This design comes from an exercise in tuning for small area, a short achievable clock period and few clock cycles on the open sky130 flow, not from production work. Function was checked by simulation only, so behaviour that the tests miss may differ from the original. No activity file was given, so power comes from the tool's default toggle rates.

Design std_fp_smult_pipe, start of the top module:
module std_fp_smult_pipe #(
    parameter WIDTH = 32,
    parameter INT_WIDTH = 16,
    parameter FRAC_WIDTH = 16
) (
    input  [WIDTH-1:0]              left,
    input  [WIDTH-1:0]              right,
    input  logic                    reset,
    input  logic                    go,
    input  logic                    clk,
    output logic [WIDTH-1:0]        out,
    output logic                    done
);
Size: about 1800 cells after synthesis, roughly 81 flip-flops, about 0.020 mm2 of cells after synthesis.
Settings: LEC_CHECK=0, CAP_MARGIN=20, CORE_MARGIN=2, CORE_UTILIZATION=40, SETUP_SLACK_MARGIN=2.75, SLEW_MARGIN=20, SYNTH_HIERARCHICAL=1; clock period 7.5 ns.
standard.sh (not shown) runs the stock make flow with config.mk's settings and CLKGATE_MAP_FILE= SYNTH_SCRIPT=/design/flow/synth_recipe.tcl, a recipe that flattens the netlist after the stock synthesis.
==> flow/flow/run.sh <==
#!/bin/bash
# Layout flow: the standard ORFS flow (standard.sh, unchanged synthesis),
# with extra ORFS variables from flow/extra.env (port buffer cell choice and
# timing-repair options). Each tool's full output is in orfs/logs/...; the
# make output is in standard.log.
set -euo pipefail
here=$(pwd)
set -a
source "$here/flow/extra.env"
set +a
bash "$here/standard.sh" > "$here/standard.log" 2>&1
==> flow/flow/extra.env <==
BUFFER_PORTS_ARGS="-buffer_cell sky130_fd_sc_hd__buf_4"
The starting point completed without violations.
Testbench counts at the start, summed over its fixed seeds: cycles 4,008.
Change:
- PLACE_DENSITY: not set -> 0.8
- SETUP_SLACK_MARGIN: 2.75 -> 2.5
Result: Routed wire length went down by 11%. Setup slack loses 47 ps. Power came out lower by 5.2%. Synthesized area does not change. Count of clock-buffer cells in the layout climbs by 1. Design area came out lower by 5.6%. Non-clock buffer count drops by 59.
Change:
==> flow/flow/run.sh (replaced) <==
#!/bin/bash
# Layout flow: the standard ORFS flow (standard.sh, unchanged synthesis),
# run stage by stage with extra ORFS variables from flow/extra.env: the port
# buffer cell and the setup-repair margin of each stage (MARGIN_FP for the
# floorplan sizing, MARGIN_CTS after clock-tree synthesis, MARGIN_GRT after
# global routing). Each tool's full output is in orfs/logs/...; the make output
# of each stage is in standard_<stage>.log.
set -euo pipefail
here=$(pwd)
set -a
source "$here/flow/extra.env"
set +a
SETUP_SLACK_MARGIN=$MARGIN_FP bash "$here/standard.sh" synth > "$here/standard_synth.log" 2>&1
SETUP_SLACK_MARGIN=$MARGIN_FP bash "$here/standard.sh" floorplan > "$here/standard_floorplan.log" 2>&1
SETUP_SLACK_MARGIN=$MARGIN_CTS bash "$here/standard.sh" place > "$here/standard_place.log" 2>&1
SETUP_SLACK_MARGIN=$MARGIN_CTS bash "$here/standard.sh" cts > "$here/standard_cts.log" 2>&1
SETUP_SLACK_MARGIN=$MARGIN_GRT bash "$here/standard.sh" finish > "$here/standard_finish.log" 2>&1
==> flow/flow/extra.env (replaced) <==
BUFFER_PORTS_ARGS="-buffer_cell sky130_fd_sc_hd__buf_2"
MARGIN_FP=3.5
MARGIN_CTS=2.5
MARGIN_GRT=2.5
- PLACE_DENSITY: 0.8 -> not set
- SETUP_SLACK_MARGIN: 2.5 -> not set
What happened: Cell area rose by 2.0%. Die area stays the same. Power is about the same. Core utilization rose by 0.90 points. Non-clock buffer count increases by 9. Combinational power stays flat. Maximum frequency came out higher by 0.39%. Sequential power goes up by about 0.6%. Via count went down by 1.2%. Final cell count came out higher by 0.50%. Routed wire length came out higher by 9.4%.
Change:
==> flow/flow/run.sh (replaced) <==
#!/bin/bash
# Layout flow: the standard ORFS flow (standard.sh, unchanged synthesis),
# with extra ORFS variables from flow/extra.env (port buffer cell choice and
# timing-repair options). Each tool's full output is in orfs/logs/...; the
# make output is in standard.log.
set -euo pipefail
here=$(pwd)
set -a
source "$here/flow/extra.env"
set +a
bash "$here/standard.sh" > "$here/standard.log" 2>&1
==> flow/flow/extra.env (replaced) <==
BUFFER_PORTS_ARGS="-buffer_cell sky130_fd_sc_hd__buf_2"
- ABC_CLOCK_PERIOD_IN_PS: not set -> 2500
- SETUP_SLACK_MARGIN: not set -> 2.5
What happened: Count of clock-buffer cells in the layout grows by 1. Worst setup slack got worse by 40 ps. Power shrinks by a few percent. Hold slack improved by 9.2 ps.
Change:
- ABC_CLOCK_PERIOD_IN_PS: 2500 -> not set
Outcome: The new run finished clean. Via count is unchanged. Non-clock buffer count does not change. Worst hold slack does not change. Total power does not change. Synthesized area is unchanged. Clock-buffer cell count does not change.
Change:
- SETUP_SLACK_MARGIN: 2.5 -> 2.75
Effect: The changed run finished clean; combinational power rose by about 1%; power rose by 1.8%; global-route usage rose by 1.1 points.

Another version of the RTL of std_fp_smult_pipe (not shown whole).
Size in the first run: roughly 1800 cells after synthesis, ~21000 um2 of cells after synthesis.
Design std_fp_smult_pipe, start of the top module:
module std_fp_smult_pipe #(
    parameter WIDTH = 32,
    parameter INT_WIDTH = 16,
    parameter FRAC_WIDTH = 16
) (
    input  [WIDTH-1:0]              left,
    input  [WIDTH-1:0]              right,
    input  logic                    reset,
    input  logic                    go,
    input  logic                    clk,
    output logic [WIDTH-1:0]        out,
    output logic                    done
);
==> flow/config.mk <==
export PLATFORM = sky130hd
export DESIGN_NAME = std_fp_smult_pipe
export DESIGN_NICKNAME = std_fp_smult_pipe
export VERILOG_FILES = /design/flow/design.v
export SDC_FILE = /design/flow/constraint.sdc
export NUM_CORES = 4
export LEC_CHECK = 0
export CAP_MARGIN = 20
export CORE_MARGIN = 2
export CORE_UTILIZATION = 40
export SETUP_SLACK_MARGIN = 2.5
export SLEW_MARGIN = 20
export SYNTH_HIERARCHICAL = 1
export TNS_END_PERCENT = 0
==> flow/constraint.sdc <==
create_clock -name core_clock -period 7.5 [get_ports {clk}]
set_input_delay 1.5000 -clock core_clock [delete_from_list [all_inputs] [get_ports {clk}]]
set_output_delay 1.5000 -clock core_clock [all_outputs]
set_load 0.01 [all_outputs]
run.sh (not shown) runs the stock make flow with config.mk's settings and CLKGATE_MAP_FILE= SYNTH_SCRIPT=/design/flow/synth_recipe.tcl, a recipe that flattens the netlist after the stock synthesis.
Stock flow here: none of the scripts above is used.
Testbench counts at the start, summed over its fixed seeds: cycles 4,008.
Change:
--- a/flow/config.mk
+++ b/flow/config.mk
@@ -11 +11 @@
-export SETUP_SLACK_MARGIN = 2.5
+export SETUP_SLACK_MARGIN = 4.0
@@ -14 +13,0 @@
-export TNS_END_PERCENT = 0
Effect:
- synthesized cell count does not change
- routed wire length went up by 26%
- die area is unchanged
- maximum frequency went up by 7.2%
- utilization went up by 11 points
- via count went up by 13%
- global-route usage went up by 6.6 points
Change:
==> flow/flow/run.sh (new file) <==
#!/bin/bash
# Layout flow: the standard ORFS flow (standard.sh, unchanged synthesis),
# with extra ORFS variables from flow/extra.env (port buffer cell choice and
# timing-repair options). Each tool's full output is in orfs/logs/...; the
# make output is in standard.log.
set -euo pipefail
here=$(pwd)
set -a
source "$here/flow/extra.env"
set +a
bash "$here/standard.sh" > "$here/standard.log" 2>&1
==> flow/flow/extra.env (new file) <==
BUFFER_PORTS_ARGS="-buffer_cell sky130_fd_sc_hd__buf_2"
==> flow/standard.sh (new file) <==
#!/bin/bash
# synth_recipe.tcl (not shown) runs the flow's synth.tcl, then flattens the netlist and writes it again
# the make line also repeats each setting of config.mk as NAME=value (left out here)
make -C /OpenROAD-flow-scripts/flow DESIGN_CONFIG=/design/flow/config.mk WORK_HOME=/design/flow/orfs CLKGATE_MAP_FILE= SYNTH_SCRIPT=/design/flow/synth_recipe.tcl "${@:-finish}"
--- a/flow/config.mk
+++ b/flow/config.mk
@@ -11 +11 @@
-export SETUP_SLACK_MARGIN = 4.0
+export SETUP_SLACK_MARGIN = 3.0
removed: flow/run.sh
Outcome:
- The changed run passed the timing, design-rule and antenna checks
- wire length decreases by 11%
- cell area decreases by 9.0%
- non-clock buffer count decreases by 134
- power decreases by 9.9%
- final cell count decreases by 4.9%
- sequential share of layout area increases by 0.53 points
- worst setup slack improves by 17 ps
- synthesized cell count does not change
- maximum frequency increases by 0.35%
- via count decreases by 6.5%
- clock-buffer cell count decreases by 1
Change:
--- a/flow/config.mk
+++ b/flow/config.mk
@@ -11 +11 @@
-export SETUP_SLACK_MARGIN = 3.0
+export SETUP_SLACK_MARGIN = 2.0
Effect: Wire length drops by 17%. Design area is lower by 15%. Worst setup slack loses 420 ps. Synthesized cell count stays the same. Via count fell by 9.5%. Combinational power fell by 18%. Die area is unchanged. Area after synthesis is unchanged.
Change:
==> flow/run.sh (new file) <==
#!/bin/bash
# synth_recipe.tcl (not shown) runs the flow's synth.tcl, then flattens the netlist and writes it again
# the make line also repeats each setting of config.mk as NAME=value (left out here)
make -C /OpenROAD-flow-scripts/flow DESIGN_CONFIG=/design/flow/config.mk WORK_HOME=/design/flow/orfs CLKGATE_MAP_FILE= SYNTH_SCRIPT=/design/flow/synth_recipe.tcl finish
removed: flow/flow/run.sh
removed: flow/flow/extra.env
removed: flow/standard.sh
Core utilization is higher by 1.8 points.
Synthesized area does not change.
Worst setup slack gets worse by 39 ps.
Hold slack gets better by 390 ps.
Cell count is higher by 1.4%.
Power is higher by 9.8%.
Combinational power is higher by about 10%.
Count of clock-buffer cells in the layout is higher by 4.
Routed wire length is higher by 3.8%.
Design area is higher by 4.1%.

wip/ember:
RTL: one of the versions met above, not the one the previous note started from.
Size in the first run: ~81 flip-flops, roughly 100 I/O pins, about 0.020 mm² of cells after synthesis.
## std_fp_smult_pipe
module std_fp_smult_pipe #(
    parameter WIDTH = 32,
    parameter INT_WIDTH = 16,
    parameter FRAC_WIDTH = 16
) (
    input  [WIDTH-1:0]              left,
    input  [WIDTH-1:0]              right,
    input  logic                    reset,
    input  logic                    go,
    input  logic                    clk,
    output logic [WIDTH-1:0]        out,
    output logic                    done
);
Settings: LEC_CHECK=0, CAP_MARGIN=5, CORE_MARGIN=2, CORE_UTILIZATION=40, SETUP_SLACK_MARGIN=2.5, SLEW_MARGIN=5, SYNTH_HIERARCHICAL=1; clock period 7.5 ns.
standard.sh (not shown) runs the stock make flow with config.mk's settings and CLKGATE_MAP_FILE= SYNTH_SCRIPT=/design/flow/synth_recipe.tcl, a recipe that flattens the netlist after the stock synthesis.
==> flow/flow/run.sh <==
#!/bin/bash
# Layout flow: the standard ORFS flow (standard.sh, unchanged synthesis),
# with extra ORFS variables from flow/extra.env (port buffer cell choice and
# timing-repair options). Each tool's full output is in orfs/logs/...; the
# make output is in standard.log.
set -euo pipefail
here=$(pwd)
set -a
source "$here/flow/extra.env"
set +a
bash "$here/standard.sh" > "$here/standard.log" 2>&1
==> flow/flow/extra.env <==
BUFFER_PORTS_ARGS="-buffer_cell sky130_fd_sc_hd__buf_2"
wip/ember completed every stage of the flow, and the final layout passed the timing, design-rule and antenna checks.
Testbench counts of wip/ember, summed over its fixed seeds: cycles 4,008.
## Diff of input files: wip/cedar against wip/ember
# wip/ember
export LEC_CHECK = 0
export CAP_MARGIN = 5
export CORE_MARGIN = 2
export CORE_UTILIZATION = 40
export SETUP_SLACK_MARGIN = 2.5
export SLEW_MARGIN = 5
export SYNTH_HIERARCHICAL = 1
create_clock -name core_clock -period 7.5 [get_ports {clk}]
# wip/cedar
export LEC_CHECK = 0
export CAP_MARGIN = 20
export CORE_MARGIN = 2
export CORE_UTILIZATION = 40
export GPL_TIMING_DRIVEN = 0
export SETUP_SLACK_MARGIN = 2.5
export SLEW_MARGIN = 20
export SYNTH_HIERARCHICAL = 1
create_clock -name core_clock -period 7.5 [get_ports {clk}]
==> flow/flow/extra.env <==
BUFFER_PORTS_ARGS="-buffer_cell sky130_fd_sc_hd__buf_4"
==> comparison <==
wip/cedar | stages: all done | timing, DRC, antenna: all pass
A cell type of the slowest stage on the worst timing path of o21ai_4 is what wip/ember shows, while fa_1 belongs to wip/cedar.
Looking at worst setup slack after layout across wip/ember and wip/cedar, the one that comes out higher is wip/cedar.
wip/ember → wip/cedar: final routed wirelength across all metal layers now smaller, area of combinational cells with multiple inputs higher, met3 routed wirelength grew by 13%, final standard cell count with taps included and fillers excluded picked up an extra 12, data arrival time of the critical path down 0.03 ns.
Sort wip/ember and wip/cedar by detail-routed net length per standard cell desc -> top: wip/ember
Going from wip/ember to wip/cedar, routed wire length on met2 fell by about 4.3%; achievable frequency has increased; count of plain and timing-repair buffers went up by about 7%.
What wip/garnet does differently from wip/cedar at the input level:
# wip/cedar
export LEC_CHECK = 0
export CAP_MARGIN = 20
export CORE_MARGIN = 2
export CORE_UTILIZATION = 40
export GPL_TIMING_DRIVEN = 0
export SETUP_SLACK_MARGIN = 2.5
export SLEW_MARGIN = 20
export SYNTH_HIERARCHICAL = 1
create_clock -name core_clock -period 7.5 [get_ports {clk}]
# wip/garnet
export LEC_CHECK = 0
export CAP_MARGIN = 20
export CORE_MARGIN = 2
export CORE_UTILIZATION = 55
export SETUP_SLACK_MARGIN = 2.5
export SLEW_MARGIN = 20
export SYNTH_HIERARCHICAL = 1
create_clock -name core_clock -period 7.5 [get_ports {clk}]
==> flow/flow/extra.env <==
BUFFER_PORTS_ARGS="-buffer_cell sky130_fd_sc_hd__buf_2"
### Flow results
[wip/garnet] worst slew margin relative to its limit fell 9.3 points relative to wip/cedar. Higher worst vdd rail ir drop goes to wip/garnet over wip/cedar. wip/garnet ends up with higher met1 wire length than wip/cedar does. Compare wip/garnet and wip/cedar | combinational cell fraction of total power lower: wip/garnet. Compared with wip/cedar, in wip/garnet total power down 12%, part of the total power dissipated in the clock network grew by 0.6 points, non-clock buffer count now sits lower, post-placement cell area fell by about 3%.
The following lists how wip/xenon was set up differently from wip/garnet:
# wip/garnet
export LEC_CHECK = 0
export CAP_MARGIN = 20
export CORE_MARGIN = 2
export CORE_UTILIZATION = 55
export SETUP_SLACK_MARGIN = 2.5
export SLEW_MARGIN = 20
export SYNTH_HIERARCHICAL = 1
create_clock -name core_clock -period 7.5 [get_ports {clk}]
# wip/xenon
export LEC_CHECK = 0
export CAP_MARGIN = 20
export CORE_MARGIN = 2
export CORE_UTILIZATION = 40
export SETUP_SLACK_MARGIN = 3.0
export SLEW_MARGIN = 20
export SYNTH_HIERARCHICAL = 1
create_clock -name core_clock -period 7.5 [get_ports {clk}]
==> flow/flow/extra.env <==
BUFFER_PORTS_ARGS="-buffer_cell sky130_fd_sc_hd__buf_4"
SETUP_MOVE_SEQUENCE="unbuffer,sizeup,swap,vt_swap"
## What came out
- wip/xenon reached the final stage; the timing, design-rule and antenna checks on its layout passed.
- Diff wip/garnet -> wip/xenon: power has increased, worst hold slack about even.
- Min fraction of final layout cells sized beyond drive strength 1 across wip/xenon and wip/garnet: wip/garnet
Here is what was changed in the inputs of wip/amber compared with wip/xenon.
# wip/xenon
export LEC_CHECK = 0
export CAP_MARGIN = 20
export CORE_MARGIN = 2
export CORE_UTILIZATION = 40
export SETUP_SLACK_MARGIN = 3.0
export SLEW_MARGIN = 20
export SYNTH_HIERARCHICAL = 1
create_clock -name core_clock -period 7.5 [get_ports {clk}]
# wip/amber
export LEC_CHECK = 0
export CAP_MARGIN = 20
export CORE_MARGIN = 2
export CORE_UTILIZATION = 40
export SETUP_SLACK_MARGIN = 2.5
export SLEW_MARGIN = 20
export SYNTH_HIERARCHICAL = 1
create_clock -name core_clock -period 7.5 [get_ports {clk}]
==> flow/flow/extra.env <==
BUFFER_PORTS_ARGS="-buffer_cell sky130_fd_sc_hd__buf_4"
Results
- Against wip/xenon, wip/amber reports a non-clock buffer total of the final layout that is higher.
- Changes observed in wip/amber relative to wip/xenon: total power fell by 0.00043 W, post-detailed-placement half-perimeter wirelength rose by 150 µm, non-clock buffer contribution to total cell area rose by 1.1 points, wire length rose by about 3%, final non-filler cell total rose by about 1.6%.
- In terms of sequential share of layout area, wip/xenon and wip/amber differ only marginally.
- Comparing wip/amber and wip/xenon, the lower detailed-route wire length per cell was measured on wip/xenon.
- A worst setup path startpoint of right[3] is what wip/xenon shows, while right[21] belongs to wip/amber.
Setup changes, wip/amber to wip/harbor
==> flow/flow/extra.env <==
BUFFER_PORTS_ARGS="-buffer_cell sky130_fd_sc_hd__buf_2"
SETUP_MOVE_SEQUENCE="unbuffer,sizeup,swap,vt_swap"
[summary]
The final layouts of wip/amber and wip/harbor pass the timing, design-rule and antenna checks.
In the flow results for wip/amber and wip/harbor, the arrival time of data at the critical path endpoint is larger on wip/harbor.
Any difference in clock network fraction of design power between wip/amber and wip/harbor is small enough to ignore.
Relative to wip/amber, placed instance area decreased by 0.68% in wip/harbor.
Per the comparison of wip/harbor with wip/amber, headroom to the max-slew limit saw a decrease; post-layout worst setup margin now sits lower.

[re-timing with driven ports]
In the flow no input, the clock included, has a driving cell. The finished layouts below were timed again as built, in two steps.
Step 1 sets driving cells, clkbuf_16 on the clock port and buf_2 on the other inputs (assumed; they add their load-dependent delay and slew).
Step 2 times the ports against the registers' clock, not the clock port: input delays grow and output delays shrink by t, the midpoint of the rising clock arrivals with the driver on.
Slacks: ideal ports / drivers / drivers and shift; pairs: ideal ports / drivers.
| run | t, ns | setup slack, ns | latest minus earliest clock arrival (ns) | worst register clock-pin slew, ns | pins driven straight from the clock port |
|---|---|---|---|---|---|
| the first run of note 1 | 0.441 | 2.573 / 2.518 / 2.203 | 0.028 / 0.028 | 0.09 / 0.09 | 1 |
| the second run of note 1 | 0.423 | 2.526 / 2.420 / 1.997 | 0.025 / 0.025 | 0.08 / 0.08 | 1 |
| the third run of note 1 | 0.446 | 2.545 / 2.483 / 2.158 | 0.027 / 0.028 | 0.08 / 0.08 | 1 |
| the fourth run of note 1 | 0.438 | 2.505 / 2.507 / 2.069 | 0.028 / 0.028 | 0.08 / 0.08 | 1 |
| the fifth run of note 1 | 0.438 | 2.505 / 2.507 / 2.069 | 0.028 / 0.028 | 0.08 / 0.08 | 1 |
| the sixth run of note 1 | 0.441 | 2.576 / 2.522 / 2.138 | 0.025 / 0.026 | 0.08 / 0.08 | 1 |
| the first run of note 2 | 0.442 | 2.158 / 2.192 / 1.750 | 0.018 / 0.018 | 0.07 / 0.07 | 1 |
| the second run of note 2 | 0.439 | 2.518 / 2.462 / 2.251 | 0.020 / 0.020 | 0.07 / 0.07 | 1 |
| the third run of note 2 | 0.433 | 2.535 / 2.477 / 2.233 | 0.025 / 0.025 | 0.08 / 0.08 | 1 |
| the fourth run of note 2 | 0.434 | 2.119 / 2.153 / 1.720 | 0.022 / 0.022 | 0.08 / 0.08 | 1 |
| the fifth run of note 2 | 0.439 | 2.081 / 2.033 / 1.658 | 0.018 / 0.018 | 0.07 / 0.07 | 1 |
| wip/ember | 0.438 | 2.505 / 2.507 / 2.069 | 0.028 / 0.028 | 0.08 / 0.08 | 1 |
| wip/cedar | 0.438 | 2.541 / 2.441 / 2.003 | 0.028 / 0.028 | 0.08 / 0.08 | 1 |
| wip/garnet | 0.431 | 2.498 / 2.449 / 2.101 | 0.014 / 0.014 | 0.07 / 0.07 | 1 |
| wip/xenon | 0.443 | 2.383 / 2.336 / 1.893 | 0.032 / 0.032 | 0.09 / 0.09 | 1 |
| wip/amber | 0.441 | 2.537 / 2.516 / 2.075 | 0.022 / 0.022 | 0.08 / 0.08 | 1 |
| wip/harbor | 0.438 | 2.337 / 2.368 / 1.931 | 0.028 / 0.027 | 0.08 / 0.08 | 1 |
After both steps setup and hold are still met in every run listed. For wip/cedar, which loses most, drivers alone change the setup slack by -0.100 ns; drivers and shift together by -0.538 ns.
